This is an optimization exercise on Yosys and OpenROAD, whose aim is small area, a short achievable clock period and few clock cycles per item, not a production implementation.
RTL that was checked went through simulation tests only; none was proved equivalent to the original.
Power is estimated from default activity; no workload was simulated.

== harbor ==
==> flow/design.v <==
module pixel_mem (
    input  wire         clk,
    input  wire         we,
    input  wire [7:0]   waddr,
    input  wire [7:0]   wdata,
    input  wire [255:0] tag,
    input  wire [7:0]   base0,       
    input  wire [7:0]   base1,
    input  wire [7:0]   base2,
    input  wire [7:0]   base0n,      
    input  wire [7:0]   base1n,
    input  wire [7:0]   base2n,
    output wire [23:0]  row0,
    output wire [23:0]  row1,
    output wire [23:0]  row2,
    output wire [2:0]   tag1
);
    reg [7:0] mem0 [0:63];
    reg [7:0] mem1 [0:63];
    reg [7:0] mem2 [0:63];
    reg [7:0] mem3 [0:63];
    always @(posedge clk) begin
        if (we) begin
            case (waddr[1:0])
                2'd0: mem0[waddr[7:2]] <= wdata;
                2'd1: mem1[waddr[7:2]] <= wdata;
                2'd2: mem2[waddr[7:2]] <= wdata;
                default: mem3[waddr[7:2]] <= wdata;
            endcase
        end
    end
    function [8:0] bank_read;
        input [575:0] m;
        input [5:0]   idx;
        integer e;
        begin
            bank_read = 9'd0;
            for (e = 0; e < 64; e = e + 1)
                bank_read = bank_read | ({9{idx == e}} & m[9*e +: 9]);
        end
    endfunction
    function [26:0] rotate3;
        input [1:0] s;
        input [8:0] d0, d1, d2, d3;
        begin
            case (s)
                2'd0: rotate3 = {d2, d1, d0};
                2'd1: rotate3 = {d3, d2, d1};
                2'd2: rotate3 = {d0, d3, d2};
                default: rotate3 = {d1, d0, d3};
            endcase
        end
    endfunction
    wire [575:0] m0, m1, m2, m3;
    genvar g;
    generate
        for (g = 0; g < 64; g = g + 1) begin : flat
            assign m0[9*g +: 9] = {tag[4*g+0], mem0[g]};
            assign m1[9*g +: 9] = {tag[4*g+1], mem1[g]};
            assign m2[9*g +: 9] = {tag[4*g+2], mem2[g]};
            assign m3[9*g +: 9] = {tag[4*g+3], mem3[g]};
        end
    endgenerate
    wire [5:0] e0 = base0[7:2], e0n = base0n[7:2];
    wire [5:0] e1 = base1[7:2], e1n = base1n[7:2];
    wire [5:0] e2 = base2[7:2], e2n = base2n[7:2];
    wire [26:0] r0 = rotate3(base0[1:0],
                             bank_read(m0, (base0[1:0] > 2'd0) ? e0n : e0),
                             bank_read(m1, (base0[1:0] > 2'd1) ? e0n : e0),
                             bank_read(m2, (base0[1:0] > 2'd2) ? e0n : e0),
                             bank_read(m3, e0));
    wire [26:0] r1 = rotate3(base1[1:0],
                             bank_read(m0, (base1[1:0] > 2'd0) ? e1n : e1),
                             bank_read(m1, (base1[1:0] > 2'd1) ? e1n : e1),
                             bank_read(m2, (base1[1:0] > 2'd2) ? e1n : e1),
                             bank_read(m3, e1));
    wire [26:0] r2 = rotate3(base2[1:0],
                             bank_read(m0, (base2[1:0] > 2'd0) ? e2n : e2),
                             bank_read(m1, (base2[1:0] > 2'd1) ? e2n : e2),
                             bank_read(m2, (base2[1:0] > 2'd2) ? e2n : e2),
                             bank_read(m3, e2));
    assign row0 = {r0[25:18], r0[16:9], r0[7:0]};
    assign row1 = {r1[25:18], r1[16:9], r1[7:0]};
    assign row2 = {r2[25:18], r2[16:9], r2[7:0]};
    assign tag1 = {r1[26], r1[17], r1[8]};
endmodule
module median9 (
    input  wire [71:0] v_i,
    output wire [7:0]  med_o
);
    function le8;
        input [7:0] x, y;
        reg   [7:0] g, e;
        reg   [3:0] g1, e1;
        reg   [1:0] g2, e2;
        integer n;
        begin
            g = x & ~y;
            e = ~(x ^ y);
            for (n = 0; n < 4; n = n + 1) begin
                g1[n] = g[2*n+1] | (e[2*n+1] & g[2*n]);
                e1[n] = e[2*n+1] & e[2*n];
            end
            for (n = 0; n < 2; n = n + 1) begin
                g2[n] = g1[2*n+1] | (e1[2*n+1] & g1[2*n]);
                e2[n] = e1[2*n+1] & e1[2*n];
            end
            le8 = ~(g2[1] | (e2[1] & g2[0]));
        end
    endfunction
    function [4:0] count4;
        input [3:0] b;
        begin
            count4[0] = ~b[0] & ~b[1] & ~b[2] & ~b[3];
            count4[4] =  b[0] &  b[1] &  b[2] &  b[3];
            count4[1] = (b[0] ^ b[1]) & ~(b[2] | b[3]) | (b[2] ^ b[3]) & ~(b[0] | b[1]);
            count4[3] = (b[0] ^ b[1]) &  (b[2] & b[3]) | (b[2] ^ b[3]) &  (b[0] & b[1]);
            count4[2] = ~count4[0] & ~count4[1] & ~count4[3] & ~count4[4];
        end
    endfunction
    wire [7:0] v [0:8];
    genvar g;
    generate
        for (g = 0; g < 9; g = g + 1) begin : unpack
            assign v[g] = v_i[8*g +: 8];
        end
    endgenerate
    reg [80:0] le;
    reg [7:0]  prior [0:8];
    reg [4:0]  lo, hi;
    reg [8:0]  sel;
    reg [7:0]  med;
    integer i, j, n;
    always @(*) begin
        le = 81'd0;
        for (i = 0; i < 9; i = i + 1)
            for (j = i + 1; j < 9; j = j + 1)
                le[i*9+j] = le8(v[i], v[j]);
        for (i = 0; i < 9; i = i + 1) begin
            n = 0;
            prior[i] = 8'd0;
            for (j = 0; j < 9; j = j + 1) begin
                if (j < i) begin prior[i][n] = le[j*9+i];  n = n + 1; end
                if (j > i) begin prior[i][n] = ~le[i*9+j]; n = n + 1; end
            end
            lo = count4(prior[i][3:0]);
            hi = count4(prior[i][7:4]);
            sel[i] = (lo[0] & hi[4]) | (lo[1] & hi[3]) | (lo[2] & hi[2]) |
                     (lo[3] & hi[1]) | (lo[4] & hi[0]);
        end
        med = 8'd0;
        for (i = 0; i < 9; i = i + 1)
            med = med | ({8{sel[i]}} & v[i]);
    end
    assign med_o = med;
endmodule
`timescale 1ns / 1ps
module median_filter_unit(
    input  wire                                             CLK,
    input  wire                                             RST,
    input  wire  [32-1:0]                        dina_i,
    input  wire  [2 + 8-1:0]       addra_i,
    input  wire                                             wea_i,
    input  wire                                             ena_i,
    output wire  [32-1:0]                        douta_o
);
    wire [1:0] mode_w = addra_i[9:8];
    wire [7:0] addr_w = addra_i[7:0];
    wire       wr_w   = ena_i & wea_i;
    reg        start_r;
    reg [8:0]  width_r;
    reg [8:0]  height_r;
    always @(posedge CLK or negedge RST) begin
        if (!RST)
            start_r <= 1'b0;
        else if (wr_w && mode_w == 2'd1)
            start_r <= dina_i[0];
    end
    always @(posedge CLK) begin
        if (wr_w && mode_w == 2'd2) width_r  <= dina_i[8:0];
        if (wr_w && mode_w == 2'd3) height_r <= dina_i[8:0];
    end
    reg [7:0] wm1_r;     
    reg [7:0] topn_r;    
    reg [7:0] botn_r;    
    reg [7:0] last_r;    
    always @(posedge CLK) begin
        wm1_r  <= width_r[7:0] - 8'd1;
        topn_r <= 8'd3 - width_r[7:0];
        botn_r <= width_r[7:0] + 8'd3;
        last_r <= (height_r[7:0] - 8'd1) * width_r[7:0];
    end
    function [7:0] add8;
        input [7:0] x, y;
        reg   [7:0] g, p, gg, pp, g2, p2;
        integer n, step;
        begin
            g = x & y;
            p = x ^ y;
            gg = g;
            pp = p;
            for (step = 1; step < 8; step = step * 2) begin
                g2 = gg;
                p2 = pp;
                for (n = step; n < 8; n = n + 1) begin
                    g2[n] = gg[n] | (pp[n] & gg[n-step]);
                    p2[n] = pp[n] & pp[n-step];
                end
                gg = g2;
                pp = p2;
            end
            add8 = p ^ {gg[6:0], 1'b0};
        end
    endfunction
    function lt8;
        input [7:0] x, y;
        reg   [7:0] l, e;
        reg   [3:0] l1, e1;
        reg   [1:0] l2, e2;
        integer n;
        begin
            l = ~x & y;
            e = ~(x ^ y);
            for (n = 0; n < 4; n = n + 1) begin
                l1[n] = l[2*n+1] | (e[2*n+1] & l[2*n]);
                e1[n] = e[2*n+1] & e[2*n];
            end
            for (n = 0; n < 2; n = n + 1) begin
                l2[n] = l1[2*n+1] | (e1[2*n+1] & l1[2*n]);
                e2[n] = e1[2*n+1] & e1[2*n];
            end
            lt8 = l2[1] | (e2[1] & l2[0]);
        end
    endfunction
    reg [255:0] col0_w;
    integer x, d;
    always @(*) begin
        for (x = 0; x < 256; x = x + 1) begin
            col0_w[x] = 1'b0;
            for (d = 1; d <= 256; d = d + 1)
                if (x % d == 0)
                    col0_w[x] = col0_w[x] | (width_r == d);
        end
    end
    wire [7:0]  base_top_w  = add8(addr_w, ~width_r[7:0]);    
    wire [7:0]  base_mid_w  = add8(addr_w, 8'hFF);            
    wire [7:0]  base_bot_w  = add8(addr_w, wm1_r);            
    wire [7:0]  base_topn_w = add8(addr_w, topn_r);
    wire [7:0]  base_midn_w = add8(addr_w, 8'd3);
    wire [7:0]  base_botn_w = add8(addr_w, botn_r);
    wire [23:0] row_top_w, row_mid_w, row_bot_w;
    wire [2:0]  col0_mid_w;
    pixel_mem pixel_mem_inst (
        .clk(CLK),
        .we(wr_w && mode_w == 2'd0),
        .waddr(addr_w),
        .wdata(dina_i[7:0]),
        .tag(col0_w),
        .base0(base_top_w),
        .base1(base_mid_w),
        .base2(base_bot_w),
        .base0n(base_topn_w),
        .base1n(base_midn_w),
        .base2n(base_botn_w),
        .row0(row_top_w),
        .row1(row_mid_w),
        .row2(row_bot_w),
        .tag1(col0_mid_w)
    );
    wire no_top_w   = width_r[8] | lt8(addr_w, width_r[7:0]);
    wire no_bot_w   = ~lt8(addr_w, last_r);
    wire no_left_w  = col0_mid_w[1];     
    wire no_right_w = col0_mid_w[2];     
    wire [23:0] mask_col_w = {{8{~no_right_w}}, 8'hFF, {8{~no_left_w}}};
    reg [71:0] window_r;
    always @(posedge CLK) begin
        window_r <= {row_bot_w & mask_col_w & {24{~no_bot_w}},
                     row_mid_w & mask_col_w,
                     row_top_w & mask_col_w & {24{~no_top_w}}};
    end
    wire [7:0] median_w;
    median9 median9_inst (
        .v_i(window_r),
        .med_o(median_w)
    );
    assign douta_o = (mode_w == 2'd1) ? {31'd0, start_r} : {24'd0, median_w};
endmodule
export LEC_CHECK = 0
export CAP_MARGIN = 20
export CORE_MARGIN = 2
export CORE_UTILIZATION = 40
export SLEW_MARGIN = 20
create_clock -name core_clock -period 8.0 [get_ports {CLK}]
run.sh (not shown) runs the stock make flow with config.mk's settings and CLKGATE_MAP_FILE= SYNTH_SCRIPT=/design/flow/synth_recipe.tcl, a recipe that flattens the netlist after the stock synthesis.
harbor is listed as incomplete: the tool reported an error in global routing (5_1_grt) and the run ended there.
Input changes introduced in yarrow (baseline for comparison: harbor):
- SETUP_SLACK_MARGIN now 1.5, previously not set
- GPL_TIMING_DRIVEN now 0, previously not set
- CORE_UTILIZATION now 30, was 40
## What came out
Diff harbor -> yarrow | total clock buffers created by CTS | up by a few percent
Reported for yarrow and harbor, arithmetic-cell share of the synthesized area counting full adders, half adders and majority gates turned out identical to the last digit.
yarrow vs harbor — number of cells upsized or downsized after cts rose 954.
Comparing yarrow with harbor, the synthesized cell count came out essentially unchanged.
yarrow never completed, since it errored out during global routing (5_1_grt).
Diff harbor -> yarrow: post-placement cell area rose 7.2%; vertical die dimension rose 90 um.
Re flip-flop and latch count after synthesis: no difference whatsoever between yarrow and harbor.
Looking at number of setup buffers added after CTS, yarrow sits 137 higher than harbor does.
Synthesized area: harbor vs yarrow identical
Modified inputs, maple compared to yarrow
- clearing GPL_TIMING_DRIVEN, which used to be 0
- swapping 30 for 40 in CORE_UTILIZATION
- putting ABC_CLOCK_PERIOD_IN_PS at 5000 where nothing was set
- swapping 1.5 for 2.0 in SETUP_SLACK_MARGIN
## What came out
- What ended maple was a tool error in global routing (5_1_grt); the run never finished.
- Routability-driven placement congestion ratio, maple vs yarrow: up by more than 10%
- Share of synthesized flip-flops with an asynchronous set or reset: maple vs yarrow identical
- maple vs yarrow — die span in y dropped by more than 10%
No run of this note included a check of the RTL's function; only the layout flow was run.

---

Setup of red:
median_filter_unit, a different RTL version from the one above (not shown whole).
Size in the first run: roughly 9100 cells after synthesis, roughly 78 I/O pins, roughly 110000 µm² of cells after synthesis.
export LEC_CHECK = 0
export CAP_MARGIN = 20
export CELL_PAD_IN_SITES_DETAIL_PLACEMENT = 1
export CELL_PAD_IN_SITES_GLOBAL_PLACEMENT = 2
export CORE_MARGIN = 2
export CORE_UTILIZATION = 35
export GPL_TIMING_DRIVEN = 0
export PLACE_DENSITY = 0.5
export SETUP_SLACK_MARGIN = 1.5
export SLEW_MARGIN = 20
create_clock -name core_clock -period 8.0 [get_ports {CLK}]
standard.sh (not shown) runs the stock make flow with config.mk's settings and CLKGATE_MAP_FILE= SYNTH_SCRIPT=/design/flow/synth_recipe.tcl, a recipe that flattens the netlist after the stock synthesis.
==> flow/flow/run.sh <==
#!/bin/bash
# Layout flow: the standard flow, except that synthesis maps the logic
# with an area-oriented ABC script (flow/abc_area.script) in place of ORFS's
# delay-oriented one. Everything else in synthesis (register mapping,
# flattening, renaming) is the standard synthesis script, unchanged.
set -euo pipefail
work=$(pwd)
rm -rf "$work/scripts_abc"
cp -r "$FLOW_HOME/scripts" "$work/scripts_abc"
cp "$work/flow/abc_area.script" "$work/scripts_abc/abc_speed.script"
bash standard.sh SCRIPTS_DIR="$work/scripts_abc" synth > "$work/synth.log" 2>&1
bash standard.sh > "$work/layout.log" 2>&1
==> flow/flow/abc_area.script <==
strash
&get -n
&fraig -x
&put
scorr
dc2
strash
&get -n
&dch -f
&nf
&put
Testbench counts of red, summed over its fixed seeds: cycles 48, pixels 6,138.
Input-level comparison between blue and red:
- CELL_PAD_IN_SITES_GLOBAL_PLACEMENT: 2 -> unset
- CORE_UTILIZATION: 35 -> 40
- CELL_PAD_IN_SITES_DETAIL_PLACEMENT: 1 -> unset
- MIN_ROUTING_LAYER: unset -> met2
- The log for blue ends in global routing with error GRT-0116, so the run never completed.
- blue -> red: synthesized cell count delta 0, exact match
- [compare] base=red new=blue: placement-stage worst setup slack now sits lower, register area share after synthesis now sits at about the same level.
- From red to blue, number of different library cells in the post-synthesis netlist did not move at all.
### blue -> green
- putting CELL_PAD_IN_SITES_GLOBAL_PLACEMENT at 2 where nothing was set
- swapping 0.5 for 0.45 in PLACE_DENSITY
- putting CELL_PAD_IN_SITES_DETAIL_PLACEMENT at 1 where nothing was set
- clearing MIN_ROUTING_LAYER, which used to be met2
- swapping 40 for 30 in CORE_UTILIZATION
## What came out
The clock sink total was comparable across blue and green. Instance area at placement (green vs. blue) increases by a few percent. Re synthesized instance count: no difference whatsoever between blue and green. Post-place setup slack improves in green relative to blue. The lower final weighted congestion in routability-driven placement came out of green. green: PASS, flow complete, no timing, DRC or antenna violations. Row maximum level of the CTS H-tree: green higher / blue lower. Comparing blue against green, there is no change at all in xor/xnor share of the synthesized area. Measured against each other, blue and green differ in starting density of the core, the lower figure coming from green. Going from blue to green, die boundary height grows by about 15%. Relative to blue, the clock buffer count from CTS measured on green has increased by more than 10%. Total number of placement rows went up by more than 10% going from blue to green.
> inputs changed (green -> orange)
- SETUP_SLACK_MARGIN: 1.5 -> 2.0
==> flow/flow/run.sh <==
#!/bin/bash
# Layout flow: the standard flow, except for how synthesis maps the logic.
# The median module (median9, combinational only) is kept apart until the end of
# synthesis and mapped with ORFS's own delay-oriented ABC script; the rest of the
# design is mapped with an area-oriented ABC script (flow/abc_area.script).
# Everything else in synthesis (register mapping, flattening, renaming) is the
# standard synthesis script, unchanged, so the registers are the standard ones.
set -euo pipefail
work=$(pwd)
rm -rf "$work/scripts_abc"
cp -r "$FLOW_HOME/scripts" "$work/scripts_abc"
cp "$FLOW_HOME/scripts/abc_speed.script" "$work/scripts_abc/abc_fast.script"
cp "$work/flow/abc_area.script" "$work/scripts_abc/abc_speed.script"
sed -i 's|^  log_cmd abc {\*}\$abc_args$|  set fast_args [lreplace $abc_args 1 1 $::env(SCRIPTS_DIR)/abc_fast.script]\n  log_cmd abc {*}$fast_args median9\n  log_cmd abc {*}$abc_args median_filter_unit|' "$work/scripts_abc/synth.tcl"
grep -q 'abc_fast.script' "$work/scripts_abc/synth.tcl"
bash standard.sh SCRIPTS_DIR="$work/scripts_abc" SYNTH_KEEP_MODULES=median9 synth > "$work/synth.log" 2>&1
bash standard.sh > "$work/layout.log" 2>&1
[summary]
- On orange: post-route standard cell area excluding fillers is 2900 µm² higher than what green gave.
- Comparing orange and green, the lower clock share of power was measured on green.
- Critical path depth: orange vs green down 4
- Fraction of the core area covered by cells at the end of the flow | orange above green
- On global-route usage, the higher figure sits with orange, not green.

## what the ideal ports hide
The results above use ideal ports. As a check the final layouts listed here were re-extracted and re-timed, cells and wires unchanged.
Step 1 sets driving cells, clkbuf_16 on the clock port and buf_2 on the other inputs (assumed; they add their load-dependent delay and slew).
Step 2 times the ports against the registers' clock, not the clock port: input delays grow and output delays shrink by t, the midpoint of the rising clock arrivals with the driver on.
Slacks: ideal ports / drivers / drivers and shift; pairs: ideal ports / drivers.
run | shift t [ns] | setup WS [ns] | worst setup path at the end | worst register clock-pin slew, ns
red | 1.056 | 1.000 / 0.881 / 0.217 | input to register | 0.07 / 0.07
green | 1.043 | 0.925 / 0.815 / 0.106 | input to register | 0.07 / 0.07
orange | 1.052 | 0.923 / 0.810 / 0.625 | input to register | 0.07 / 0.07
After both steps setup and hold are still met in every run listed. For green, which loses most, drivers alone change the setup slack by -0.110 ns; drivers and shift together by -0.819 ns.
